This is an optimization exercise on Yosys and OpenROAD, whose aim is small area and a short achievable clock period, not a production implementation. No functional check of the RTL was part of any run shown here.

==> flow/design.v (outline; a module is shown in full before it is edited, if it fits) <==
// module iir: 931 lines
module iir(
    input clk,
    input rst_n,
    input [31:0] x,
    output reg [31:0] y
    );
  // ...
==> flow/flow/run.sh <==
#!/bin/bash
# Layout flow: the standard ORFS flow (standard.sh), with two changes:
#  1. the combinational logic of the standard synthesis is replaced by the
#     gate-level netlist that gen2.py writes from the same description as
#     rtl/iir.v (same registers, same names and cell types; checked by
#     swap_netlist.py, and the standard netlist is kept if they differ);
#  2. the port buffers are buf_2 cells instead of the default.
set -euo pipefail
export BUFFER_PORTS_ARGS="-buffer_cell sky130_fd_sc_hd__buf_2"
R=orfs/results/sky130hd/iir/base
bash standard.sh synth > standard_synth.log 2>&1
python3 flow/gen2.py --fa mix --net custom_netlist.v > gen2.log 2>&1
if python3 flow/swap_netlist.py $R/1_2_yosys.v custom_netlist.v > swap_netlist.log 2>&1; then
  cp $R/1_2_yosys.v standard_1_2_yosys.v
  cp custom_netlist.v $R/1_2_yosys.v
  touch $R/1_2_yosys.v
  rm -f $R/1_synth.odb $R/1_synth.sdc
fi
bash standard.sh finish > standard_finish.log 2>&1
==> flow/flow/swap_netlist.py <==
#!/usr/bin/env python3
"""Check that a hand-built netlist keeps the standard synthesis's registers
(same instance names and cell types) and ports; exit 1 if not.
usage: swap_netlist.py STANDARD.v CUSTOM.v"""
import re, sys

def info(path):
    t = open(path).read()
    ffs = {}
    for cell, name in re.findall(r'\b(sky130_fd_sc_hd__df\w+)\s+(\\\S+|\S+)\s*\(', t):
        ffs[name.lstrip('\\')] = cell
    m = re.search(r'module\s+iir\s*\((.*?)\);', t, re.S)
    ports = sorted(p.strip() for p in m.group(1).split(','))
    decl = sorted(re.findall(r'^\s*(input|output)\s+(\[[^\]]*\])?\s*(\w+);', t, re.M))
    return ffs, ports, decl

a = info(sys.argv[1])
b = info(sys.argv[2])
ok = True
if a[0] != b[0]:
    ok = False
    print('registers differ:')
    for k in sorted(set(a[0]) | set(b[0])):
        if a[0].get(k) != b[0].get(k):
            print('  ', k, a[0].get(k), b[0].get(k))
if a[1] != b[1] or a[2] != b[2]:
    ok = False
    print('ports differ:', a[1:], b[1:])
print('registers:', len(a[0]), 'match' if ok else 'MISMATCH')
sys.exit(0 if ok else 1)
==> flow/standard.sh <==
#!/bin/bash
# synth_recipe.tcl (not shown) runs the flow's synth.tcl, then flattens the netlist and writes it again
# the make line also repeats each setting of config.mk as NAME=value (left out here)
make -C /OpenROAD-flow-scripts/flow DESIGN_CONFIG=/design/flow/config.mk WORK_HOME=/design/flow/orfs CLKGATE_MAP_FILE= SYNTH_SCRIPT=/design/flow/synth_recipe.tcl "${@:-finish}"
==> flow/config.mk <==
export PLATFORM = sky130hd
export DESIGN_NAME = iir
export DESIGN_NICKNAME = iir
export VERILOG_FILES = /design/flow/design.v
export SDC_FILE = /design/flow/constraint.sdc
export NUM_CORES = 4
export LEC_CHECK = 0
export CAP_MARGIN = 20
export CORE_MARGIN = 2
export CORE_UTILIZATION = 60
export SETUP_SLACK_MARGIN = 4
export SLEW_MARGIN = 20
==> flow/constraint.sdc <==
create_clock -name core_clock -period 7.5 [get_ports {clk}]
set_input_delay 1.5000 -clock core_clock [delete_from_list [all_inputs] [get_ports {clk}]]
set_output_delay 1.5000 -clock core_clock [all_outputs]
set_load 0.01 [all_outputs]
Not shown: flow/flow/gen2.py
==> impl_results.md, run 1 <==
* RSZ-0062 raised after global routing: yes
* Met1 usage at 0.3093
* Setup Fix Bufs, Post-CTS at 4
* Grt met3 use at 0.03008
* Crit path from: x[9]
* Cell area after synthesis at 8258 um^2
* Final instance area at 9435 um^2
* Nets at 1113
* Stages on the worst setup path at 11
* Post-cts repair resize count at 3
* GRT Max-Usage Layer: met2
* WL per Instance at 13.51 um
* Critical-path cell list: buf_2 > maj3_1 > fa_2 > nor2_1 > nor2_2 > nand2_1 > o21ai_2 > a21oi_4 > buf_12 > o21ai_1 > xor2_1
* Reg area at 2377 um^2
* Regs by FF count: p (32), y (32), x1 (31)
* Fill cells at 1110
* Status: finished clean
* Largest class: multi-input gates
* Met2 GRT Util at 0.4206
* Buffers on Ports at 65
* Layout cells sized above 1 at 0.1415
* Number of clock-tree buffers in the layout at 14
* Area of the multi-input gates at 5650 um^2
* Hold Startpoint: p[0]
* WL met3 at 465 um
* Drt via density at 5.007
* Max clock buf depth at 2
==> run 2: changes to the inputs <==
==> flow/design.v (replaced) <==
module iir(
    input clk,
    input rst_n,
    input [31:0] x,
    output reg [31:0] y
    );
reg [31:0] x1, p;
wire inv1 = ~y[0];
wire inv2 = ~y[1];
wire inv3 = ~y[2];
wire inv4 = ~y[3];
wire inv5 = ~y[4];
wire inv6 = ~y[5];
wire inv7 = ~y[6];
wire inv8 = ~y[7];
wire inv9 = ~y[8];
wire inv10 = ~y[9];
wire inv11 = ~y[10];
wire inv12 = ~y[11];
wire inv13 = ~y[12];
wire inv14 = ~y[13];
wire inv15 = ~y[14];
wire inv16 = ~y[15];
wire inv17 = ~y[16];
wire inv18 = ~y[17];
wire inv19 = ~y[18];
wire inv20 = ~y[19];
wire inv21 = ~y[20];
wire inv22 = ~y[21];
wire inv23 = ~y[22];
wire inv24 = ~y[23];
wire inv25 = ~y[24];
wire inv26 = ~y[25];
wire inv27 = ~y[26];
wire inv28 = ~y[27];
wire inv29 = ~y[28];
wire inv30 = ~y[29];
wire xn31 = ~(p[2] ^ inv1);
wire or32 = p[2] | inv1;
wire xe33 = p[3] ^ inv2;
wire xs34 = xe33 ^ x[1];
wire mj35 = (p[3] & inv2) | (p[3] & x[1]) | (inv2 & x[1]);
wire xe36 = p[4] ^ inv3;
wire xs37 = xe36 ^ x[2];
wire mj38 = (p[4] & inv3) | (p[4] & x[2]) | (inv3 & x[2]);
wire xe39 = p[5] ^ inv4;
wire xs40 = xe39 ^ x[3];
wire mj41 = (p[5] & inv4) | (p[5] & x[3]) | (inv4 & x[3]);
wire xe42 = p[6] ^ inv5;
wire xs43 = xe42 ^ x[4];
wire mj44 = (p[6] & inv5) | (p[6] & x[4]) | (inv5 & x[4]);
wire xe45 = p[7] ^ inv6;
wire xs46 = xe45 ^ x[5];
wire mj47 = (p[7] & inv6) | (p[7] & x[5]) | (inv6 & x[5]);
wire xe48 = p[8] ^ inv7;
wire xs49 = xe48 ^ x[6];
wire mj50 = (p[8] & inv7) | (p[8] & x[6]) | (inv7 & x[6]);
wire xe51 = p[9] ^ inv8;
wire xs52 = xe51 ^ x[7];
wire mj53 = (p[9] & inv8) | (p[9] & x[7]) | (inv8 & x[7]);
wire xe54 = p[10] ^ inv9;
wire xs55 = xe54 ^ x[8];
wire mj56 = (p[10] & inv9) | (p[10] & x[8]) | (inv9 & x[8]);
wire xe57 = p[11] ^ inv10;
wire xs58 = xe57 ^ x[9];
wire mj59 = (p[11] & inv10) | (p[11] & x[9]) | (inv10 & x[9]);
wire xe60 = p[12] ^ inv11;
wire xs61 = xe60 ^ x[10];
wire mj62 = (p[12] & inv11) | (p[12] & x[10]) | (inv11 & x[10]);
wire xe63 = p[13] ^ inv12;
wire xs64 = xe63 ^ x[11];
wire mj65 = (p[13] & inv12) | (p[13] & x[11]) | (inv12 & x[11]);
wire xe66 = p[14] ^ inv13;
wire xs67 = xe66 ^ x[12];
wire mj68 = (p[14] & inv13) | (p[14] & x[12]) | (inv13 & x[12]);
wire xe69 = p[15] ^ inv14;
wire xs70 = xe69 ^ x[13];
wire mj71 = (p[15] & inv14) | (p[15] & x[13]) | (inv14 & x[13]);
wire xe72 = p[16] ^ inv15;
wire xs73 = xe72 ^ x[14];
wire mj74 = (p[16] & inv15) | (p[16] & x[14]) | (inv15 & x[14]);
wire xe75 = p[17] ^ inv16;
wire xs76 = xe75 ^ x[15];
wire mj77 = (p[17] & inv16) | (p[17] & x[15]) | (inv16 & x[15]);
wire xe78 = p[18] ^ inv17;
wire xs79 = xe78 ^ x[16];
wire mj80 = (p[18] & inv17) | (p[18] & x[16]) | (inv17 & x[16]);
wire xe81 = p[19] ^ inv18;
wire xs82 = xe81 ^ x[17];
wire mj83 = (p[19] & inv18) | (p[19] & x[17]) | (inv18 & x[17]);
wire xe84 = p[20] ^ inv19;
wire xs85 = xe84 ^ x[18];
wire mj86 = (p[20] & inv19) | (p[20] & x[18]) | (inv19 & x[18]);
wire xe87 = p[21] ^ inv20;
wire xs88 = xe87 ^ x[19];
wire mj89 = (p[21] & inv20) | (p[21] & x[19]) | (inv20 & x[19]);
wire xe90 = p[22] ^ inv21;
wire xs91 = xe90 ^ x[20];
wire mj92 = (p[22] & inv21) | (p[22] & x[20]) | (inv21 & x[20]);
wire xe93 = p[23] ^ inv22;
wire xs94 = xe93 ^ x[21];
wire mj95 = (p[23] & inv22) | (p[23] & x[21]) | (inv22 & x[21]);
wire xe96 = p[24] ^ inv23;
wire xs97 = xe96 ^ x[22];
wire mj98 = (p[24] & inv23) | (p[24] & x[22]) | (inv23 & x[22]);
wire xe99 = p[25] ^ inv24;
wire xs100 = xe99 ^ x[23];
wire mj101 = (p[25] & inv24) | (p[25] & x[23]) | (inv24 & x[23]);
wire xe102 = p[26] ^ inv25;
wire xs103 = xe102 ^ x[24];
wire mj104 = (p[26] & inv25) | (p[26] & x[24]) | (inv25 & x[24]);
wire xe105 = p[27] ^ inv26;
wire xs106 = xe105 ^ x[25];
wire mj107 = (p[27] & inv26) | (p[27] & x[25]) | (inv26 & x[25]);
wire xe108 = p[28] ^ inv27;
wire xs109 = xe108 ^ x[26];
wire mj110 = (p[28] & inv27) | (p[28] & x[26]) | (inv27 & x[26]);
wire xe111 = p[29] ^ inv28;
wire xs112 = xe111 ^ x[27];
wire mj113 = (p[29] & inv28) | (p[29] & x[27]) | (inv28 & x[27]);
wire xe114 = p[30] ^ inv29;
wire xs115 = xe114 ^ x[28];
wire mj116 = (p[30] & inv29) | (p[30] & x[28]) | (inv29 & x[28]);
wire xe117 = p[31] ^ inv30;
wire xs118 = xe117 ^ x[29];
wire mj119 = (p[31] & inv30) | (p[31] & x[29]) | (inv30 & x[29]);
wire xe120 = xn31 ^ x[0];
wire xs121 = xe120 ^ x[1];
wire mj122 = (xn31 & x[0]) | (xn31 & x[1]) | (x[0] & x[1]);
wire xe123 = or32 ^ x[2];
wire xs124 = xe123 ^ xs34;
wire mj125 = (or32 & x[2]) | (or32 & xs34) | (x[2] & xs34);
wire xe126 = x[3] ^ xs37;
wire xs127 = xe126 ^ mj35;
wire mj128 = (x[3] & xs37) | (x[3] & mj35) | (xs37 & mj35);
wire xe129 = x[4] ^ xs40;
wire xs130 = xe129 ^ mj38;
wire mj131 = (x[4] & xs40) | (x[4] & mj38) | (xs40 & mj38);
wire xe132 = x[5] ^ xs43;
wire xs133 = xe132 ^ mj41;
wire mj134 = (x[5] & xs43) | (x[5] & mj41) | (xs43 & mj41);
wire xe135 = x[6] ^ xs46;
wire xs136 = xe135 ^ mj44;
wire mj137 = (x[6] & xs46) | (x[6] & mj44) | (xs46 & mj44);
wire xe138 = x[7] ^ xs49;
wire xs139 = xe138 ^ mj47;
wire mj140 = (x[7] & xs49) | (x[7] & mj47) | (xs49 & mj47);
wire xe141 = x[8] ^ xs52;
wire xs142 = xe141 ^ mj50;
wire mj143 = (x[8] & xs52) | (x[8] & mj50) | (xs52 & mj50);
wire xe144 = x[9] ^ xs55;
wire xs145 = xe144 ^ mj53;
wire mj146 = (x[9] & xs55) | (x[9] & mj53) | (xs55 & mj53);
wire xe147 = x[10] ^ xs58;
wire xs148 = xe147 ^ mj56;
wire mj149 = (x[10] & xs58) | (x[10] & mj56) | (xs58 & mj56);
wire xe150 = x[11] ^ xs61;
wire xs151 = xe150 ^ mj59;
wire mj152 = (x[11] & xs61) | (x[11] & mj59) | (xs61 & mj59);
wire xe153 = x[12] ^ xs64;
wire xs154 = xe153 ^ mj62;
wire mj155 = (x[12] & xs64) | (x[12] & mj62) | (xs64 & mj62);
wire xe156 = x[13] ^ xs67;
wire xs157 = xe156 ^ mj65;
wire mj158 = (x[13] & xs67) | (x[13] & mj65) | (xs67 & mj65);
wire xe159 = x[14] ^ xs70;
wire xs160 = xe159 ^ mj68;
wire mj161 = (x[14] & xs70) | (x[14] & mj68) | (xs70 & mj68);
wire xe162 = x[15] ^ xs73;
wire xs163 = xe162 ^ mj71;
wire mj164 = (x[15] & xs73) | (x[15] & mj71) | (xs73 & mj71);
wire xe165 = x[16] ^ xs76;
wire xs166 = xe165 ^ mj74;
wire mj167 = (x[16] & xs76) | (x[16] & mj74) | (xs76 & mj74);
wire xe168 = x[17] ^ xs79;
wire xs169 = xe168 ^ mj77;
wire mj170 = (x[17] & xs79) | (x[17] & mj77) | (xs79 & mj77);
wire xe171 = x[18] ^ xs82;
wire xs172 = xe171 ^ mj80;
wire mj173 = (x[18] & xs82) | (x[18] & mj80) | (xs82 & mj80);
wire xe174 = x[19] ^ xs85;
wire xs175 = xe174 ^ mj83;
wire mj176 = (x[19] & xs85) | (x[19] & mj83) | (xs85 & mj83);
wire xe177 = x[20] ^ xs88;
wire xs178 = xe177 ^ mj86;
wire mj179 = (x[20] & xs88) | (x[20] & mj86) | (xs88 & mj86);
wire xe180 = x[21] ^ xs91;
wire xs181 = xe180 ^ mj89;
wire mj182 = (x[21] & xs91) | (x[21] & mj89) | (xs91 & mj89);
wire xe183 = x[22] ^ xs94;
wire xs184 = xe183 ^ mj92;
wire mj185 = (x[22] & xs94) | (x[22] & mj92) | (xs94 & mj92);
wire xe186 = x[23] ^ xs97;
wire xs187 = xe186 ^ mj95;
wire mj188 = (x[23] & xs97) | (x[23] & mj95) | (xs97 & mj95);
wire xe189 = x[24] ^ xs100;
wire xs190 = xe189 ^ mj98;
wire mj191 = (x[24] & xs100) | (x[24] & mj98) | (xs100 & mj98);
wire xe192 = x[25] ^ xs103;
wire xs193 = xe192 ^ mj101;
wire mj194 = (x[25] & xs103) | (x[25] & mj101) | (xs103 & mj101);
wire xe195 = x[26] ^ xs106;
wire xs196 = xe195 ^ mj104;
wire mj197 = (x[26] & xs106) | (x[26] & mj104) | (xs106 & mj104);
wire xe198 = x[27] ^ xs109;
wire xs199 = xe198 ^ mj107;
wire mj200 = (x[27] & xs109) | (x[27] & mj107) | (xs109 & mj107);
wire xe201 = x[28] ^ xs112;
wire xs202 = xe201 ^ mj110;
wire mj203 = (x[28] & xs112) | (x[28] & mj110) | (xs112 & mj110);
wire xe204 = x[29] ^ xs115;
wire xs205 = xe204 ^ mj113;
wire mj206 = (x[29] & xs115) | (x[29] & mj113) | (xs115 & mj113);
wire xe207 = x[30] ^ xs118;
wire xs208 = xe207 ^ mj116;
wire mj209 = (x[30] & xs118) | (x[30] & mj116) | (xs118 & mj116);
wire xe210 = x1[0] ^ y[1];
wire xs211 = xe210 ^ x[1];
wire mj212 = (x1[0] & y[1]) | (x1[0] & x[1]) | (y[1] & x[1]);
wire xn213 = ~(x1[1] ^ y[2]);
wire or214 = x1[1] | y[2];
wire xe215 = x1[2] ^ y[3];
wire xs216 = xe215 ^ inv2;
wire mj217 = (x1[2] & y[3]) | (x1[2] & inv2) | (y[3] & inv2);
wire xe218 = x1[3] ^ y[4];
wire xs219 = xe218 ^ inv3;
wire mj220 = (x1[3] & y[4]) | (x1[3] & inv3) | (y[4] & inv3);
wire xe221 = x1[4] ^ y[5];
wire xs222 = xe221 ^ inv4;
wire mj223 = (x1[4] & y[5]) | (x1[4] & inv4) | (y[5] & inv4);
wire xe224 = x1[5] ^ y[6];
wire xs225 = xe224 ^ inv5;
wire mj226 = (x1[5] & y[6]) | (x1[5] & inv5) | (y[6] & inv5);
wire xe227 = x1[6] ^ y[7];
wire xs228 = xe227 ^ inv6;
wire mj229 = (x1[6] & y[7]) | (x1[6] & inv6) | (y[7] & inv6);
wire xe230 = x1[7] ^ y[8];
wire xs231 = xe230 ^ inv7;
wire mj232 = (x1[7] & y[8]) | (x1[7] & inv7) | (y[8] & inv7);
wire xe233 = x1[8] ^ y[9];
wire xs234 = xe233 ^ inv8;
wire mj235 = (x1[8] & y[9]) | (x1[8] & inv8) | (y[9] & inv8);
wire xe236 = x1[9] ^ y[10];
wire xs237 = xe236 ^ inv9;
wire mj238 = (x1[9] & y[10]) | (x1[9] & inv9) | (y[10] & inv9);
wire xe239 = x1[10] ^ y[11];
wire xs240 = xe239 ^ inv10;
wire mj241 = (x1[10] & y[11]) | (x1[10] & inv10) | (y[11] & inv10);
wire xe242 = x1[11] ^ y[12];
wire xs243 = xe242 ^ inv11;
wire mj244 = (x1[11] & y[12]) | (x1[11] & inv11) | (y[12] & inv11);
wire xe245 = x1[12] ^ y[13];
wire xs246 = xe245 ^ inv12;
wire mj247 = (x1[12] & y[13]) | (x1[12] & inv12) | (y[13] & inv12);
wire xe248 = x1[13] ^ y[14];
wire xs249 = xe248 ^ inv13;
wire mj250 = (x1[13] & y[14]) | (x1[13] & inv13) | (y[14] & inv13);
wire xe251 = x1[14] ^ y[15];
wire xs252 = xe251 ^ inv14;
wire mj253 = (x1[14] & y[15]) | (x1[14] & inv14) | (y[15] & inv14);
wire xe254 = x1[15] ^ y[16];
wire xs255 = xe254 ^ inv15;
wire mj256 = (x1[15] & y[16]) | (x1[15] & inv15) | (y[16] & inv15);
wire xe257 = x1[16] ^ y[17];
wire xs258 = xe257 ^ inv16;
wire mj259 = (x1[16] & y[17]) | (x1[16] & inv16) | (y[17] & inv16);
wire xe260 = x1[17] ^ y[18];
wire xs261 = xe260 ^ inv17;
wire mj262 = (x1[17] & y[18]) | (x1[17] & inv17) | (y[18] & inv17);
wire xe263 = x1[18] ^ y[19];
wire xs264 = xe263 ^ inv18;
wire mj265 = (x1[18] & y[19]) | (x1[18] & inv18) | (y[19] & inv18);
wire xe266 = x1[19] ^ y[20];
wire xs267 = xe266 ^ inv19;
wire mj268 = (x1[19] & y[20]) | (x1[19] & inv19) | (y[20] & inv19);
wire xe269 = x1[20] ^ y[21];
wire xs270 = xe269 ^ inv20;
wire mj271 = (x1[20] & y[21]) | (x1[20] & inv20) | (y[21] & inv20);
wire xe272 = x1[21] ^ y[22];
wire xs273 = xe272 ^ inv21;
wire mj274 = (x1[21] & y[22]) | (x1[21] & inv21) | (y[22] & inv21);
wire xe275 = x1[22] ^ y[23];
wire xs276 = xe275 ^ inv22;
wire mj277 = (x1[22] & y[23]) | (x1[22] & inv22) | (y[23] & inv22);
wire xe278 = x1[23] ^ y[24];
wire xs279 = xe278 ^ inv23;
wire mj280 = (x1[23] & y[24]) | (x1[23] & inv23) | (y[24] & inv23);
wire xe281 = x1[24] ^ y[25];
wire xs282 = xe281 ^ inv24;
wire mj283 = (x1[24] & y[25]) | (x1[24] & inv24) | (y[25] & inv24);
wire xe284 = x1[25] ^ y[26];
wire xs285 = xe284 ^ inv25;
wire mj286 = (x1[25] & y[26]) | (x1[25] & inv25) | (y[26] & inv25);
wire xe287 = x1[26] ^ y[27];
wire xs288 = xe287 ^ inv26;
wire mj289 = (x1[26] & y[27]) | (x1[26] & inv26) | (y[27] & inv26);
wire xe290 = x1[27] ^ y[28];
wire xs291 = xe290 ^ inv27;
wire mj292 = (x1[27] & y[28]) | (x1[27] & inv27) | (y[28] & inv27);
wire xe293 = x1[28] ^ y[29];
wire xs294 = xe293 ^ inv28;
wire mj295 = (x1[28] & y[29]) | (x1[28] & inv28) | (y[29] & inv28);
wire xe296 = x1[29] ^ y[30];
wire xs297 = xe296 ^ inv29;
wire mj298 = (x1[29] & y[30]) | (x1[29] & inv29) | (y[30] & inv29);
wire xe299 = x1[30] ^ y[31];
wire xs300 = xe299 ^ inv30;
wire mj301 = (x1[30] & y[31]) | (x1[30] & inv30) | (y[31] & inv30);
wire xe302 = inv1 ^ xn213;
wire xs303 = xe302 ^ x[2];
wire mj304 = (inv1 & xn213) | (inv1 & x[2]) | (xn213 & x[2]);
wire xe305 = or214 ^ xs216;
wire xs306 = xe305 ^ x[3];
wire mj307 = (or214 & xs216) | (or214 & x[3]) | (xs216 & x[3]);
wire xe308 = xs219 ^ mj217;
wire xs309 = xe308 ^ x[4];
wire mj310 = (xs219 & mj217) | (xs219 & x[4]) | (mj217 & x[4]);
wire xe311 = xs222 ^ mj220;
wire xs312 = xe311 ^ x[5];
wire mj313 = (xs222 & mj220) | (xs222 & x[5]) | (mj220 & x[5]);
wire xe314 = xs225 ^ mj223;
wire xs315 = xe314 ^ x[6];
wire mj316 = (xs225 & mj223) | (xs225 & x[6]) | (mj223 & x[6]);
wire xe317 = xs228 ^ mj226;
wire xs318 = xe317 ^ x[7];
wire mj319 = (xs228 & mj226) | (xs228 & x[7]) | (mj226 & x[7]);
wire xe320 = xs231 ^ mj229;
wire xs321 = xe320 ^ x[8];
wire mj322 = (xs231 & mj229) | (xs231 & x[8]) | (mj229 & x[8]);
wire xe323 = xs234 ^ mj232;
wire xs324 = xe323 ^ x[9];
wire mj325 = (xs234 & mj232) | (xs234 & x[9]) | (mj232 & x[9]);
wire xe326 = xs237 ^ mj235;
wire xs327 = xe326 ^ x[10];
wire mj328 = (xs237 & mj235) | (xs237 & x[10]) | (mj235 & x[10]);
wire xe329 = xs240 ^ mj238;
wire xs330 = xe329 ^ x[11];
wire mj331 = (xs240 & mj238) | (xs240 & x[11]) | (mj238 & x[11]);
wire xe332 = xs243 ^ mj241;
wire xs333 = xe332 ^ x[12];
wire mj334 = (xs243 & mj241) | (xs243 & x[12]) | (mj241 & x[12]);
wire xe335 = xs246 ^ mj244;
wire xs336 = xe335 ^ x[13];
wire mj337 = (xs246 & mj244) | (xs246 & x[13]) | (mj244 & x[13]);
wire xe338 = xs249 ^ mj247;
wire xs339 = xe338 ^ x[14];
wire mj340 = (xs249 & mj247) | (xs249 & x[14]) | (mj247 & x[14]);
wire xe341 = xs252 ^ mj250;
wire xs342 = xe341 ^ x[15];
wire mj343 = (xs252 & mj250) | (xs252 & x[15]) | (mj250 & x[15]);
wire xe344 = xs255 ^ mj253;
wire xs345 = xe344 ^ x[16];
wire mj346 = (xs255 & mj253) | (xs255 & x[16]) | (mj253 & x[16]);
wire xe347 = xs258 ^ mj256;
wire xs348 = xe347 ^ x[17];
wire mj349 = (xs258 & mj256) | (xs258 & x[17]) | (mj256 & x[17]);
wire xe350 = xs261 ^ mj259;
wire xs351 = xe350 ^ x[18];
wire mj352 = (xs261 & mj259) | (xs261 & x[18]) | (mj259 & x[18]);
wire xe353 = xs264 ^ mj262;
wire xs354 = xe353 ^ x[19];
wire mj355 = (xs264 & mj262) | (xs264 & x[19]) | (mj262 & x[19]);
wire xe356 = xs267 ^ mj265;
wire xs357 = xe356 ^ x[20];
wire mj358 = (xs267 & mj265) | (xs267 & x[20]) | (mj265 & x[20]);
wire xe359 = xs270 ^ mj268;
wire xs360 = xe359 ^ x[21];
wire mj361 = (xs270 & mj268) | (xs270 & x[21]) | (mj268 & x[21]);
wire xe362 = xs273 ^ mj271;
wire xs363 = xe362 ^ x[22];
wire mj364 = (xs273 & mj271) | (xs273 & x[22]) | (mj271 & x[22]);
wire xe365 = xs276 ^ mj274;
wire xs366 = xe365 ^ x[23];
wire mj367 = (xs276 & mj274) | (xs276 & x[23]) | (mj274 & x[23]);
wire xe368 = xs279 ^ mj277;
wire xs369 = xe368 ^ x[24];
wire mj370 = (xs279 & mj277) | (xs279 & x[24]) | (mj277 & x[24]);
wire xe371 = xs282 ^ mj280;
wire xs372 = xe371 ^ x[25];
wire mj373 = (xs282 & mj280) | (xs282 & x[25]) | (mj280 & x[25]);
wire xe374 = xs285 ^ mj283;
wire xs375 = xe374 ^ x[26];
wire mj376 = (xs285 & mj283) | (xs285 & x[26]) | (mj283 & x[26]);
wire xe377 = xs288 ^ mj286;
wire xs378 = xe377 ^ x[27];
wire mj379 = (xs288 & mj286) | (xs288 & x[27]) | (mj286 & x[27]);
wire xe380 = xs291 ^ mj289;
wire xs381 = xe380 ^ x[28];
wire mj382 = (xs291 & mj289) | (xs291 & x[28]) | (mj289 & x[28]);
wire xe383 = xs294 ^ mj292;
wire xs384 = xe383 ^ x[29];
wire mj385 = (xs294 & mj292) | (xs294 & x[29]) | (mj292 & x[29]);
wire xe386 = xs297 ^ mj295;
wire xs387 = xe386 ^ x[30];
wire mj388 = (xs297 & mj295) | (xs297 & x[30]) | (mj295 & x[30]);
wire xe389 = xs300 ^ mj298;
wire xs390 = xe389 ^ x[31];
wire mj391 = (xs300 & mj298) | (xs300 & x[31]) | (mj298 & x[31]);
wire gn392 = ~(p[1] & x[0]);
wire tn393 = ~(p[1] | x[0]);
wire pp394 = p[1] ^ x[0];
wire gn395 = ~(xs124 & mj122);
wire tn396 = ~(xs124 | mj122);
wire pp397 = xs124 ^ mj122;
wire gn398 = ~(mj125 & xs127);
wire tn399 = ~(mj125 | xs127);
wire pp400 = mj125 ^ xs127;
wire gn401 = ~(xs130 & mj128);
wire tn402 = ~(xs130 | mj128);
wire pp403 = xs130 ^ mj128;
wire gn404 = ~(xs133 & mj131);
wire tn405 = ~(xs133 | mj131);
wire pp406 = xs133 ^ mj131;
wire gn407 = ~(xs136 & mj134);
wire tn408 = ~(xs136 | mj134);
wire pp409 = xs136 ^ mj134;
wire gn410 = ~(xs139 & mj137);
wire tn411 = ~(xs139 | mj137);
wire pp412 = xs139 ^ mj137;
wire gn413 = ~(xs142 & mj140);
wire tn414 = ~(xs142 | mj140);
wire pp415 = xs142 ^ mj140;
wire gn416 = ~(xs145 & mj143);
wire tn417 = ~(xs145 | mj143);
wire pp418 = xs145 ^ mj143;
wire gn419 = ~(xs148 & mj146);
wire tn420 = ~(xs148 | mj146);
wire pp421 = xs148 ^ mj146;
wire gn422 = ~(xs151 & mj149);
wire tn423 = ~(xs151 | mj149);
wire pp424 = xs151 ^ mj149;
wire gn425 = ~(xs154 & mj152);
wire tn426 = ~(xs154 | mj152);
wire pp427 = xs154 ^ mj152;
wire gn428 = ~(xs157 & mj155);
wire tn429 = ~(xs157 | mj155);
wire pp430 = xs157 ^ mj155;
wire gn431 = ~(xs160 & mj158);
wire tn432 = ~(xs160 | mj158);
wire pp433 = xs160 ^ mj158;
wire gn434 = ~(xs163 & mj161);
wire tn435 = ~(xs163 | mj161);
wire pp436 = xs163 ^ mj161;
wire gn437 = ~(xs166 & mj164);
wire tn438 = ~(xs166 | mj164);
wire pp439 = xs166 ^ mj164;
wire gn440 = ~(xs169 & mj167);
wire tn441 = ~(xs169 | mj167);
wire pp442 = xs169 ^ mj167;
wire gn443 = ~(xs172 & mj170);
wire tn444 = ~(xs172 | mj170);
wire pp445 = xs172 ^ mj170;
wire gn446 = ~(xs175 & mj173);
wire tn447 = ~(xs175 | mj173);
wire pp448 = xs175 ^ mj173;
wire gn449 = ~(xs178 & mj176);
wire tn450 = ~(xs178 | mj176);
wire pp451 = xs178 ^ mj176;
wire gn452 = ~(xs181 & mj179);
wire tn453 = ~(xs181 | mj179);
wire pp454 = xs181 ^ mj179;
wire gn455 = ~(xs184 & mj182);
wire tn456 = ~(xs184 | mj182);
wire pp457 = xs184 ^ mj182;
wire gn458 = ~(xs187 & mj185);
wire tn459 = ~(xs187 | mj185);
wire pp460 = xs187 ^ mj185;
wire gn461 = ~(xs190 & mj188);
wire tn462 = ~(xs190 | mj188);
wire pp463 = xs190 ^ mj188;
wire gn464 = ~(xs193 & mj191);
wire tn465 = ~(xs193 | mj191);
wire pp466 = xs193 ^ mj191;
wire gn467 = ~(xs196 & mj194);
wire tn468 = ~(xs196 | mj194);
wire pp469 = xs196 ^ mj194;
wire gn470 = ~(xs199 & mj197);
wire tn471 = ~(xs199 | mj197);
wire pp472 = xs199 ^ mj197;
wire gn473 = ~(xs202 & mj200);
wire tn474 = ~(xs202 | mj200);
wire pp475 = xs202 ^ mj200;
wire gn476 = ~(xs205 & mj203);
wire tn477 = ~(xs205 | mj203);
wire pp478 = xs205 ^ mj203;
wire gn479 = ~(xs208 & mj206);
wire tn480 = ~(xs208 | mj206);
wire pp481 = xs208 ^ mj206;
wire inv482 = ~xs121;
wire pa483 = ~(tn396 | inv482);
wire pa484 = ~(tn402 | tn399);
wire pg485 = ~((tn402 | gn398) & gn401);
wire pa486 = ~(tn408 | tn405);
wire pg487 = ~((tn408 | gn404) & gn407);
wire pa488 = ~(tn414 | tn411);
wire pg489 = ~((tn414 | gn410) & gn413);
wire pa490 = ~(tn420 | tn417);
wire pg491 = ~((tn420 | gn416) & gn419);
wire pa492 = ~(tn426 | tn423);
wire pg493 = ~((tn426 | gn422) & gn425);
wire pa494 = ~(tn432 | tn429);
wire pg495 = ~((tn432 | gn428) & gn431);
wire pa496 = ~(tn438 | tn435);
wire pg497 = ~((tn438 | gn434) & gn437);
wire pa498 = ~(tn444 | tn441);
wire pg499 = ~((tn444 | gn440) & gn443);
wire pa500 = ~(tn450 | tn447);
wire pg501 = ~((tn450 | gn446) & gn449);
wire pa502 = ~(tn456 | tn453);
wire pg503 = ~((tn456 | gn452) & gn455);
wire pa504 = ~(tn462 | tn459);
wire pg505 = ~((tn462 | gn458) & gn461);
wire pa506 = ~(tn468 | tn465);
wire pg507 = ~((tn468 | gn464) & gn467);
wire pa508 = ~(tn474 | tn471);
wire pg509 = ~((tn474 | gn470) & gn473);
wire inv510 = ~gn392;
wire pa511 = ~(xs121 & inv510);
wire inv512 = ~gn395;
wire pg513 = ~((pa483 & inv510) | inv512);
wire inv514 = ~tn405;
wire pa515 = ~(inv514 & pa484);
wire inv516 = ~gn404;
wire pg517 = ~((inv514 & pg485) | inv516);
wire pa518 = ~(pa486 & pa484);
wire pg519 = ~((pa486 & pg485) | pg487);
wire inv520 = ~tn417;
wire pa521 = ~(inv520 & pa488);
wire inv522 = ~gn416;
wire pg523 = ~((inv520 & pg489) | inv522);
wire pa524 = ~(pa490 & pa488);
wire pg525 = ~((pa490 & pg489) | pg491);
wire inv526 = ~tn429;
wire pa527 = ~(inv526 & pa492);
wire inv528 = ~gn428;
wire pg529 = ~((inv526 & pg493) | inv528);
wire pa530 = ~(pa494 & pa492);
wire pg531 = ~((pa494 & pg493) | pg495);
wire inv532 = ~tn441;
wire pa533 = ~(inv532 & pa496);
wire inv534 = ~gn440;
wire pg535 = ~((inv532 & pg497) | inv534);
wire pa536 = ~(pa498 & pa496);
wire pg537 = ~((pa498 & pg497) | pg499);
wire inv538 = ~tn453;
wire pa539 = ~(inv538 & pa500);
wire inv540 = ~gn452;
wire pg541 = ~((inv538 & pg501) | inv540);
wire pa542 = ~(pa502 & pa500);
wire pg543 = ~((pa502 & pg501) | pg503);
wire inv544 = ~tn465;
wire pa545 = ~(inv544 & pa504);
wire inv546 = ~gn464;
wire pg547 = ~((inv544 & pg505) | inv546);
wire pa548 = ~(pa506 & pa504);
wire pg549 = ~((pa506 & pg505) | pg507);
wire inv550 = ~tn477;
wire pa551 = ~(inv550 & pa508);
wire inv552 = ~gn476;
wire pg553 = ~((inv550 & pg509) | inv552);
wire pg554 = ~((tn399 | pg513) & gn398);
wire inv555 = ~pg513;
wire pg556 = ~((pa484 & inv555) | pg485);
wire pg557 = ~((pa515 | pg513) & pg517);
wire pg558 = ~((pa518 | pg513) & pg519);
wire pa559 = ~(tn423 | pa524);
wire pg560 = ~((tn423 | pg525) & gn422);
wire inv561 = ~pa492;
wire pa562 = ~(inv561 | pa524);
wire inv563 = ~pg493;
wire pg564 = ~((inv561 | pg525) & inv563);
wire pa565 = ~(pa527 | pa524);
wire pg566 = ~((pa527 | pg525) & pg529);
wire pa567 = ~(pa530 | pa524);
wire pg568 = ~((pa530 | pg525) & pg531);
wire pa569 = ~(tn447 | pa536);
wire pg570 = ~((tn447 | pg537) & gn446);
wire inv571 = ~pa500;
wire pa572 = ~(inv571 | pa536);
wire inv573 = ~pg501;
wire pg574 = ~((inv571 | pg537) & inv573);
wire pa575 = ~(pa539 | pa536);
wire pg576 = ~((pa539 | pg537) & pg541);
wire pa577 = ~(pa542 | pa536);
wire pg578 = ~((pa542 | pg537) & pg543);
wire pa579 = ~(tn471 | pa548);
wire pg580 = ~((tn471 | pg549) & gn470);
wire inv581 = ~pa508;
wire pa582 = ~(inv581 | pa548);
wire inv583 = ~pg509;
wire pg584 = ~((inv581 | pg549) & inv583);
wire pa585 = ~(pa551 | pa548);
wire pg586 = ~((pa551 | pg549) & pg553);
wire inv587 = ~gn410;
wire inv588 = ~tn411;
wire pg589 = ~((inv588 & pg558) | inv587);
wire pg590 = ~((pa488 & pg558) | pg489);
wire inv591 = ~pg523;
wire inv592 = ~pa521;
wire pg593 = ~((inv592 & pg558) | inv591);
wire inv594 = ~pg525;
wire inv595 = ~pa524;
wire pg596 = ~((inv595 & pg558) | inv594);
wire pg597 = ~((pa559 & pg558) | pg560);
wire pg598 = ~((pa562 & pg558) | pg564);
wire pg599 = ~((pa565 & pg558) | pg566);
wire pg600 = ~((pa567 & pg558) | pg568);
wire inv601 = ~tn459;
wire pa602 = ~(inv601 & pa577);
wire inv603 = ~gn458;
wire pg604 = ~((inv601 & pg578) | inv603);
wire pa605 = ~(pa504 & pa577);
wire pg606 = ~((pa504 & pg578) | pg505);
wire inv607 = ~pa545;
wire pa608 = ~(inv607 & pa577);
wire inv609 = ~pg547;
wire pg610 = ~((inv607 & pg578) | inv609);
wire inv611 = ~pa548;
wire pa612 = ~(inv611 & pa577);
wire inv613 = ~pg549;
wire pg614 = ~((inv611 & pg578) | inv613);
wire pa615 = ~(pa579 & pa577);
wire pg616 = ~((pa579 & pg578) | pg580);
wire pa617 = ~(pa582 & pa577);
wire pg618 = ~((pa582 & pg578) | pg584);
wire pa619 = ~(pa585 & pa577);
wire pg620 = ~((pa585 & pg578) | pg586);
wire pg621 = ~((tn435 | pg600) & gn434);
wire inv622 = ~pg497;
wire inv623 = ~pa496;
wire pg624 = ~((inv623 | pg600) & inv622);
wire pg625 = ~((pa533 | pg600) & pg535);
wire pg626 = ~((pa536 | pg600) & pg537);
wire inv627 = ~pg570;
wire inv628 = ~pa569;
wire pg629 = ~((inv628 | pg600) & inv627);
wire inv630 = ~pg574;
wire inv631 = ~pa572;
wire pg632 = ~((inv631 | pg600) & inv630);
wire inv633 = ~pg576;
wire inv634 = ~pa575;
wire pg635 = ~((inv634 | pg600) & inv633);
wire inv636 = ~pg578;
wire inv637 = ~pa577;
wire pg638 = ~((inv637 | pg600) & inv636);
wire pg639 = ~((pa602 | pg600) & pg604);
wire pg640 = ~((pa605 | pg600) & pg606);
wire pg641 = ~((pa608 | pg600) & pg610);
wire pg642 = ~((pa612 | pg600) & pg614);
wire pg643 = ~((pa615 | pg600) & pg616);
wire pg644 = ~((pa617 | pg600) & pg618);
wire pg645 = ~((pa619 | pg600) & pg620);
wire sn646 = ~(xs121 ^ gn392);
wire sn647 = ~(pp397 ^ pa511);
wire sn648 = ~(pp400 ^ pg513);
wire xo649 = pp403 ^ pg554;
wire sn650 = ~(pp406 ^ pg556);
wire xo651 = pp409 ^ pg557;
wire xo652 = pp412 ^ pg558;
wire sn653 = ~(pp415 ^ pg589);
wire sn654 = ~(pp418 ^ pg590);
wire sn655 = ~(pp421 ^ pg593);
wire sn656 = ~(pp424 ^ pg596);
wire sn657 = ~(pp427 ^ pg597);
wire sn658 = ~(pp430 ^ pg598);
wire sn659 = ~(pp433 ^ pg599);
wire sn660 = ~(pp436 ^ pg600);
wire xo661 = pp439 ^ pg621;
wire xo662 = pp442 ^ pg624;
wire xo663 = pp445 ^ pg625;
wire xo664 = pp448 ^ pg626;
wire xo665 = pp451 ^ pg629;
wire xo666 = pp454 ^ pg632;
wire xo667 = pp457 ^ pg635;
wire xo668 = pp460 ^ pg638;
wire xo669 = pp463 ^ pg639;
wire xo670 = pp466 ^ pg640;
wire xo671 = pp469 ^ pg641;
wire xo672 = pp472 ^ pg642;
wire xo673 = pp475 ^ pg643;
wire xo674 = pp478 ^ pg644;
wire xo675 = pp481 ^ pg645;
wire gn676 = ~(y[0] & x[0]);
wire tn677 = ~(y[0] | x[0]);
wire pp678 = y[0] ^ x[0];
wire gn679 = ~(xs303 & mj212);
wire tn680 = ~(xs303 | mj212);
wire pp681 = xs303 ^ mj212;
wire gn682 = ~(xs306 & mj304);
wire tn683 = ~(xs306 | mj304);
wire pp684 = xs306 ^ mj304;
wire gn685 = ~(xs309 & mj307);
wire tn686 = ~(xs309 | mj307);
wire pp687 = xs309 ^ mj307;
wire gn688 = ~(xs312 & mj310);
wire tn689 = ~(xs312 | mj310);
wire pp690 = xs312 ^ mj310;
wire gn691 = ~(xs315 & mj313);
wire tn692 = ~(xs315 | mj313);
wire pp693 = xs315 ^ mj313;
wire gn694 = ~(xs318 & mj316);
wire tn695 = ~(xs318 | mj316);
wire pp696 = xs318 ^ mj316;
wire gn697 = ~(xs321 & mj319);
wire tn698 = ~(xs321 | mj319);
wire pp699 = xs321 ^ mj319;
wire gn700 = ~(xs324 & mj322);
wire tn701 = ~(xs324 | mj322);
wire pp702 = xs324 ^ mj322;
wire gn703 = ~(xs327 & mj325);
wire tn704 = ~(xs327 | mj325);
wire pp705 = xs327 ^ mj325;
wire gn706 = ~(xs330 & mj328);
wire tn707 = ~(xs330 | mj328);
wire pp708 = xs330 ^ mj328;
wire gn709 = ~(xs333 & mj331);
wire tn710 = ~(xs333 | mj331);
wire pp711 = xs333 ^ mj331;
wire gn712 = ~(xs336 & mj334);
wire tn713 = ~(xs336 | mj334);
wire pp714 = xs336 ^ mj334;
wire gn715 = ~(xs339 & mj337);
wire tn716 = ~(xs339 | mj337);
wire pp717 = xs339 ^ mj337;
wire gn718 = ~(xs342 & mj340);
wire tn719 = ~(xs342 | mj340);
wire pp720 = xs342 ^ mj340;
wire gn721 = ~(xs345 & mj343);
wire tn722 = ~(xs345 | mj343);
wire pp723 = xs345 ^ mj343;
wire gn724 = ~(xs348 & mj346);
wire tn725 = ~(xs348 | mj346);
wire pp726 = xs348 ^ mj346;
wire gn727 = ~(xs351 & mj349);
wire tn728 = ~(xs351 | mj349);
wire pp729 = xs351 ^ mj349;
wire gn730 = ~(xs354 & mj352);
wire tn731 = ~(xs354 | mj352);
wire pp732 = xs354 ^ mj352;
wire gn733 = ~(xs357 & mj355);
wire tn734 = ~(xs357 | mj355);
wire pp735 = xs357 ^ mj355;
wire gn736 = ~(xs360 & mj358);
wire tn737 = ~(xs360 | mj358);
wire pp738 = xs360 ^ mj358;
wire gn739 = ~(xs363 & mj361);
wire tn740 = ~(xs363 | mj361);
wire pp741 = xs363 ^ mj361;
wire gn742 = ~(xs366 & mj364);
wire tn743 = ~(xs366 | mj364);
wire pp744 = xs366 ^ mj364;
wire gn745 = ~(xs369 & mj367);
wire tn746 = ~(xs369 | mj367);
wire pp747 = xs369 ^ mj367;
wire gn748 = ~(xs372 & mj370);
wire tn749 = ~(xs372 | mj370);
wire pp750 = xs372 ^ mj370;
wire gn751 = ~(xs375 & mj373);
wire tn752 = ~(xs375 | mj373);
wire pp753 = xs375 ^ mj373;
wire gn754 = ~(xs378 & mj376);
wire tn755 = ~(xs378 | mj376);
wire pp756 = xs378 ^ mj376;
wire gn757 = ~(xs381 & mj379);
wire tn758 = ~(xs381 | mj379);
wire pp759 = xs381 ^ mj379;
wire gn760 = ~(xs384 & mj382);
wire tn761 = ~(xs384 | mj382);
wire pp762 = xs384 ^ mj382;
wire gn763 = ~(xs387 & mj385);
wire tn764 = ~(xs387 | mj385);
wire pp765 = xs387 ^ mj385;
wire gn766 = ~(xs390 & mj388);
wire tn767 = ~(xs390 | mj388);
wire pp768 = xs390 ^ mj388;
wire inv769 = ~gn676;
wire pa770 = ~(xs211 & inv769);
wire pa771 = ~(tn683 | tn680);
wire pg772 = ~((tn683 | gn679) & gn682);
wire pa773 = ~(tn689 | tn686);
wire pg774 = ~((tn689 | gn685) & gn688);
wire pa775 = ~(tn695 | tn692);
wire pg776 = ~((tn695 | gn691) & gn694);
wire pa777 = ~(tn701 | tn698);
wire pg778 = ~((tn701 | gn697) & gn700);
wire pa779 = ~(tn707 | tn704);
wire pg780 = ~((tn707 | gn703) & gn706);
wire pa781 = ~(tn713 | tn710);
wire pg782 = ~((tn713 | gn709) & gn712);
wire pa783 = ~(tn719 | tn716);
wire pg784 = ~((tn719 | gn715) & gn718);
wire pa785 = ~(tn725 | tn722);
wire pg786 = ~((tn725 | gn721) & gn724);
wire pa787 = ~(tn731 | tn728);
wire pg788 = ~((tn731 | gn727) & gn730);
wire pa789 = ~(tn737 | tn734);
wire pg790 = ~((tn737 | gn733) & gn736);
wire pa791 = ~(tn743 | tn740);
wire pg792 = ~((tn743 | gn739) & gn742);
wire pa793 = ~(tn749 | tn746);
wire pg794 = ~((tn749 | gn745) & gn748);
wire pa795 = ~(tn755 | tn752);
wire pg796 = ~((tn755 | gn751) & gn754);
wire pa797 = ~(tn761 | tn758);
wire pg798 = ~((tn761 | gn757) & gn760);
wire pg799 = ~((tn680 | pa770) & gn679);
wire inv800 = ~pa770;
wire pg801 = ~((pa771 & inv800) | pg772);
wire inv802 = ~tn692;
wire pa803 = ~(inv802 & pa773);
wire inv804 = ~gn691;
wire pg805 = ~((inv802 & pg774) | inv804);
wire pa806 = ~(pa775 & pa773);
wire pg807 = ~((pa775 & pg774) | pg776);
wire inv808 = ~tn704;
wire pa809 = ~(inv808 & pa777);
wire inv810 = ~gn703;
wire pg811 = ~((inv808 & pg778) | inv810);
wire pa812 = ~(pa779 & pa777);
wire pg813 = ~((pa779 & pg778) | pg780);
wire inv814 = ~tn716;
wire pa815 = ~(inv814 & pa781);
wire inv816 = ~gn715;
wire pg817 = ~((inv814 & pg782) | inv816);
wire pa818 = ~(pa783 & pa781);
wire pg819 = ~((pa783 & pg782) | pg784);
wire inv820 = ~tn728;
wire pa821 = ~(inv820 & pa785);
wire inv822 = ~gn727;
wire pg823 = ~((inv820 & pg786) | inv822);
wire pa824 = ~(pa787 & pa785);
wire pg825 = ~((pa787 & pg786) | pg788);
wire inv826 = ~tn740;
wire pa827 = ~(inv826 & pa789);
wire inv828 = ~gn739;
wire pg829 = ~((inv826 & pg790) | inv828);
wire pa830 = ~(pa791 & pa789);
wire pg831 = ~((pa791 & pg790) | pg792);
wire inv832 = ~tn752;
wire pa833 = ~(inv832 & pa793);
wire inv834 = ~gn751;
wire pg835 = ~((inv832 & pg794) | inv834);
wire pa836 = ~(pa795 & pa793);
wire pg837 = ~((pa795 & pg794) | pg796);
wire inv838 = ~tn764;
wire pa839 = ~(inv838 & pa797);
wire inv840 = ~gn763;
wire pg841 = ~((inv838 & pg798) | inv840);
wire pg842 = ~((tn686 | pg801) & gn685);
wire inv843 = ~pg774;
wire inv844 = ~pa773;
wire pg845 = ~((inv844 | pg801) & inv843);
wire pg846 = ~((pa803 | pg801) & pg805);
wire pg847 = ~((pa806 | pg801) & pg807);
wire pa848 = ~(tn710 | pa812);
wire pg849 = ~((tn710 | pg813) & gn709);
wire inv850 = ~pa781;
wire pa851 = ~(inv850 | pa812);
wire inv852 = ~pg782;
wire pg853 = ~((inv850 | pg813) & inv852);
wire pa854 = ~(pa815 | pa812);
wire pg855 = ~((pa815 | pg813) & pg817);
wire pa856 = ~(pa818 | pa812);
wire pg857 = ~((pa818 | pg813) & pg819);
wire pa858 = ~(tn734 | pa824);
wire pg859 = ~((tn734 | pg825) & gn733);
wire inv860 = ~pa789;
wire pa861 = ~(inv860 | pa824);
wire inv862 = ~pg790;
wire pg863 = ~((inv860 | pg825) & inv862);
wire pa864 = ~(pa827 | pa824);
wire pg865 = ~((pa827 | pg825) & pg829);
wire pa866 = ~(pa830 | pa824);
wire pg867 = ~((pa830 | pg825) & pg831);
wire pa868 = ~(tn758 | pa836);
wire pg869 = ~((tn758 | pg837) & gn757);
wire inv870 = ~pa797;
wire pa871 = ~(inv870 | pa836);
wire inv872 = ~pg798;
wire pg873 = ~((inv870 | pg837) & inv872);
wire pa874 = ~(pa839 | pa836);
wire pg875 = ~((pa839 | pg837) & pg841);
wire inv876 = ~gn697;
wire inv877 = ~tn698;
wire pg878 = ~((inv877 & pg847) | inv876);
wire pg879 = ~((pa777 & pg847) | pg778);
wire inv880 = ~pg811;
wire inv881 = ~pa809;
wire pg882 = ~((inv881 & pg847) | inv880);
wire inv883 = ~pg813;
wire inv884 = ~pa812;
wire pg885 = ~((inv884 & pg847) | inv883);
wire pg886 = ~((pa848 & pg847) | pg849);
wire pg887 = ~((pa851 & pg847) | pg853);
wire pg888 = ~((pa854 & pg847) | pg855);
wire pg889 = ~((pa856 & pg847) | pg857);
wire inv890 = ~tn746;
wire pa891 = ~(inv890 & pa866);
wire inv892 = ~gn745;
wire pg893 = ~((inv890 & pg867) | inv892);
wire pa894 = ~(pa793 & pa866);
wire pg895 = ~((pa793 & pg867) | pg794);
wire inv896 = ~pa833;
wire pa897 = ~(inv896 & pa866);
wire inv898 = ~pg835;
wire pg899 = ~((inv896 & pg867) | inv898);
wire inv900 = ~pa836;
wire pa901 = ~(inv900 & pa866);
wire inv902 = ~pg837;
wire pg903 = ~((inv900 & pg867) | inv902);
wire pa904 = ~(pa868 & pa866);
wire pg905 = ~((pa868 & pg867) | pg869);
wire pa906 = ~(pa871 & pa866);
wire pg907 = ~((pa871 & pg867) | pg873);
wire pa908 = ~(pa874 & pa866);
wire pg909 = ~((pa874 & pg867) | pg875);
wire pg910 = ~((tn722 | pg889) & gn721);
wire inv911 = ~pg786;
wire inv912 = ~pa785;
wire pg913 = ~((inv912 | pg889) & inv911);
wire pg914 = ~((pa821 | pg889) & pg823);
wire pg915 = ~((pa824 | pg889) & pg825);
wire inv916 = ~pg859;
wire inv917 = ~pa858;
wire pg918 = ~((inv917 | pg889) & inv916);
wire inv919 = ~pg863;
wire inv920 = ~pa861;
wire pg921 = ~((inv920 | pg889) & inv919);
wire inv922 = ~pg865;
wire inv923 = ~pa864;
wire pg924 = ~((inv923 | pg889) & inv922);
wire inv925 = ~pg867;
wire inv926 = ~pa866;
wire pg927 = ~((inv926 | pg889) & inv925);
wire pg928 = ~((pa891 | pg889) & pg893);
wire pg929 = ~((pa894 | pg889) & pg895);
wire pg930 = ~((pa897 | pg889) & pg899);
wire pg931 = ~((pa901 | pg889) & pg903);
wire pg932 = ~((pa904 | pg889) & pg905);
wire pg933 = ~((pa906 | pg889) & pg907);
wire pg934 = ~((pa908 | pg889) & pg909);
wire sn935 = ~(xs211 ^ gn676);
wire sn936 = ~(pp681 ^ pa770);
wire xo937 = pp684 ^ pg799;
wire sn938 = ~(pp687 ^ pg801);
wire xo939 = pp690 ^ pg842;
wire xo940 = pp693 ^ pg845;
wire xo941 = pp696 ^ pg846;
wire xo942 = pp699 ^ pg847;
wire sn943 = ~(pp702 ^ pg878);
wire sn944 = ~(pp705 ^ pg879);
wire sn945 = ~(pp708 ^ pg882);
wire sn946 = ~(pp711 ^ pg885);
wire sn947 = ~(pp714 ^ pg886);
wire sn948 = ~(pp717 ^ pg887);
wire sn949 = ~(pp720 ^ pg888);
wire sn950 = ~(pp723 ^ pg889);
wire xo951 = pp726 ^ pg910;
wire xo952 = pp729 ^ pg913;
wire xo953 = pp732 ^ pg914;
wire xo954 = pp735 ^ pg915;
wire xo955 = pp738 ^ pg918;
wire xo956 = pp741 ^ pg921;
wire xo957 = pp744 ^ pg924;
wire xo958 = pp747 ^ pg927;
wire xo959 = pp750 ^ pg928;
wire xo960 = pp753 ^ pg929;
wire xo961 = pp756 ^ pg930;
wire xo962 = pp759 ^ pg931;
wire xo963 = pp762 ^ pg932;
wire xo964 = pp765 ^ pg933;
wire xo965 = pp768 ^ pg934;
wire [31:0] y_next = {xo675, xo674, xo673, xo672, xo671, xo670, xo669, xo668, xo667, xo666, xo665, xo664, xo663, xo662, xo661, sn660, sn659, sn658, sn657, sn656, sn655, sn654, sn653, xo652, xo651, sn650, xo649, sn648, sn647, sn646, pp394, p[0]};
wire [31:0] p_next = {xo965, xo964, xo963, xo962, xo961, xo960, xo959, xo958, xo957, xo956, xo955, xo954, xo953, xo952, xo951, sn950, sn949, sn948, sn947, sn946, sn945, sn944, sn943, xo942, xo941, xo940, xo939, sn938, xo937, sn936, sn935, pp678};
always @(posedge clk or negedge rst_n)
begin
    if (!rst_n)
    begin
        x1 <= 32'd0;
        p  <= 32'd0;
        y  <= 32'd0;
    end
    else
    begin
        x1 <= x;
        p  <= p_next;
        y  <= y_next;
    end
end
endmodule
--- a/flow/flow/run.sh
+++ b/flow/flow/run.sh
@@ -4,16 +4,16 @@
 #     gate-level netlist that gen2.py writes from the same description as
 #     rtl/iir.v (same registers, same names and cell types; checked by
 #     swap_netlist.py, and the standard netlist is kept if they differ);
 #  2. the port buffers are buf_2 cells instead of the default.
 set -euo pipefail
 export BUFFER_PORTS_ARGS="-buffer_cell sky130_fd_sc_hd__buf_2"
 R=orfs/results/sky130hd/iir/base
 bash standard.sh synth > standard_synth.log 2>&1
-python3 flow/gen2.py --fa mix --net custom_netlist.v > gen2.log 2>&1
+python3 flow/gen2.py --fa xor --net custom_netlist.v > gen2.log 2>&1
 if python3 flow/swap_netlist.py $R/1_2_yosys.v custom_netlist.v > swap_netlist.log 2>&1; then
   cp $R/1_2_yosys.v standard_1_2_yosys.v
   cp custom_netlist.v $R/1_2_yosys.v
   touch $R/1_2_yosys.v
   rm -f $R/1_synth.odb $R/1_synth.sdc
 fi
 bash standard.sh finish > standard_finish.log 2>&1
==> impl_results.md, run 2 <==
* Yosys Warn Count at 1
* Crit path from: x[17]
* Worst relative slew slack at 0.3956
* Largest net degree at the start of global routing at 70
* Hold Startpoint: p[0]
* DRC at 0
* Measured slew at the worst slew-check pin at 906.7 ps
* Area Growth Syn to Fin at 13.43%
* Regs by FF count: p (32), y (32), x1 (31)
* Sum Neg Setup Slack at 0 ps
* Die Ht at 124.3 um
* Period minus WS final at 3409 ps
* CTS Hold Buffers Added at 0
* Floorplan row count at 43
* Placeable Area at 13990 um^2
* Crit path launch type: input pin
* Syn_nets at 1084
* Root buffer cell: clkbuf_16
* CP Capture Type: flip-flop
* Chip width at 124.3 um
* Critical Path RT at 7730 ps
* Crit path kind: in2reg
* Cell area after synthesis at 8681 um^2 (+5.1%)
* Skew final at 4.648 ps
* Buffers on Ports at 65 (unchanged)
* CTS tree: done
* Nets at 1170 (+5.1%)
* Aggregate global-route resource usage at 0.2298
* Initial DRT Pass Iterations at 4
* Final Setup Violations at 0
* # diodes at 0
* Max-Cap Viols at 0
* Highest clock rate at 293.3 MHz
* Fill cells at 1211 (+9.1%)
* H-tree depth at 3
* Die area at 15450 um^2
* Antenna violations before repair at 0
* TritonCTS buffer count at 9
* Syn Area/Cell at 8.267 um^2
* Critical R2R Launch: y[1]
* Starting Density at 0.6206
* Skew-Pair Late Insertion Delay at 350 ps
* Most frequent cells in the layout: xor2_1 (330), inv_1 (122), maj3_1 (111), nand2_1 (99), nor2_1 (97)
* Max clock buf depth at 2 (unchanged)
* Total routed wirelength at 17.52 mm
* Initial DRC count at 223
* Final period util at 0.4545
* Arr. time, crit path at 3640 ps
* Worst setup margin at 4091 ps
* Final Hold Violating Endpoints at 0
* Critical Path Fanout Max at 8
* Status: finished clean
* Final ANT Viol Nets at 0
* Vias in the first global route at 6510
* Place WS at 3326 ps
* HPWL after DPL at 13.28 mm
* Clk slew on worst S/H paths at 70 ps
* Via count at 6806
* Pins Over Slew Limit at 0
* I/O Pins at 66
* Mapped Cells at 1050
* Routability congestion estimate at 0.8224
* Class of the worst hold path: reg2reg
* Layout cells sized above 1 at 0.1139 (-0.02753)
* RSZ-0062 raised after global routing: no
* Gr ovfl total at 0
* First-pass GRT wire length at 29.41 mm
* Sink Count at 95
* Drt via density at 5.152 (+2.9%)
* Most common cell after layout, fill and taps aside: xor2_1
* WL per Instance at 13.26 um (-1.8%)
-- run 2: worst max-delay path: stages --
cell and delay, ps:
buf_2 160, maj3_1 420, maj3_1 420, nor2_1 230
o21ai_2 140, a21oi_2 220, o21ai_4 130, a21oi_1 160
o21ai_1 100, xor2_1 150
-- run 2: cell type report --
class / instances / area [um^2] / area share
timing repair buffer: 75 / 427.9 / 0.04346
inverter: 122 / 457.9 / 0.04651
multi-input combinational: 833 / 6036 / 0.6130
sequential: 95 / 2377 / 0.2414
tap: 180 / 225.2 / 0.02287
clock inverter: 6 / 83.83 / 0.008513
clock buffer: 10 / 239.0 / 0.02427
-- run 2: final timing paths --
kind,end,slack (ps),cells after the start
worst max register to register,p[20],4530,12
max in group asynchronous,p[28],5220,2
worst max-delay path,y[31],4090,10
min in group asynchronous,p[0],1050,1
worst min-delay path,y[0],350,0
worst min register to register,y[0],350,0
-- run 2: timing repair --
action	in CTS	in global routing
resized for setup	4	32
setup endpoints to repair	32	24
buffers inserted	5	4
pin swaps	3	18
-- run 2: stage by stage --
| stage | hold slack (ps) | util | instances | instance area, um^2 |
|---|---|---|---|---|
| after floorplan | 331.2 | - | 1050 | 8717 |
| after global placement | 331.3 | 0.6632 | 1296 | 9278 |
| after detailed placement | 335.8 | 0.6632 | 1296 | 9278 |
| after CTS | 351.8 | 0.6920 | 1317 | 9681 |
| after global routing | 366.5 | 0.7039 | 1321 | 9847 |
| final | 348.6 | 0.7039 | 1321 | 9847 |
-- run 2: per-layer routing --
layer,global-route usage,up-vias,share of wire,wire [um]
met1,0.2839,3201,0.45,7914
met5,0,-,0,0
met4,0.07403,0,0.016,274
met2,0.4176,87,0.51,8947
met3,0.02577,17,0.022,385
li1,-,3501,-,-

-- port drivers added, routing unchanged --
The results above use ideal ports. As a check the final layouts listed here were re-extracted and re-timed, cells and wires unchanged.
Step 1 (the two cells are an assumption about what drives the block):
set clk [get_ports {clk}]
set_driving_cell -lib_cell sky130_fd_sc_hd__clkbuf_16 $clk
set_driving_cell -lib_cell sky130_fd_sc_hd__buf_2 [delete_from_list [all_inputs] $clk]
Step 2 moves the port delays by t, midway between the first and last clock arrival at a register: inputs arrive t later, outputs are due t later. That takes back most of the time a late clock gives input paths.
Slacks: ideal / step 1 / step 2; pairs: ideal / step 1.
| run | t, ns | setup WS [ns] | worst register clock-pin slew, ns |
|---|---|---|---|
| run 1 | 0.389 | 4.037 / 4.061 / 3.672 | 0.07 / 0.07 |
| run 2 | 0.390 | 4.091 / 4.114 / 3.725 | 0.07 / 0.07 |
After both steps setup and hold are still met in every run listed. For run 2, which loses most, drivers alone change the setup slack by +0.023 ns; drivers and shift together by -0.366 ns.
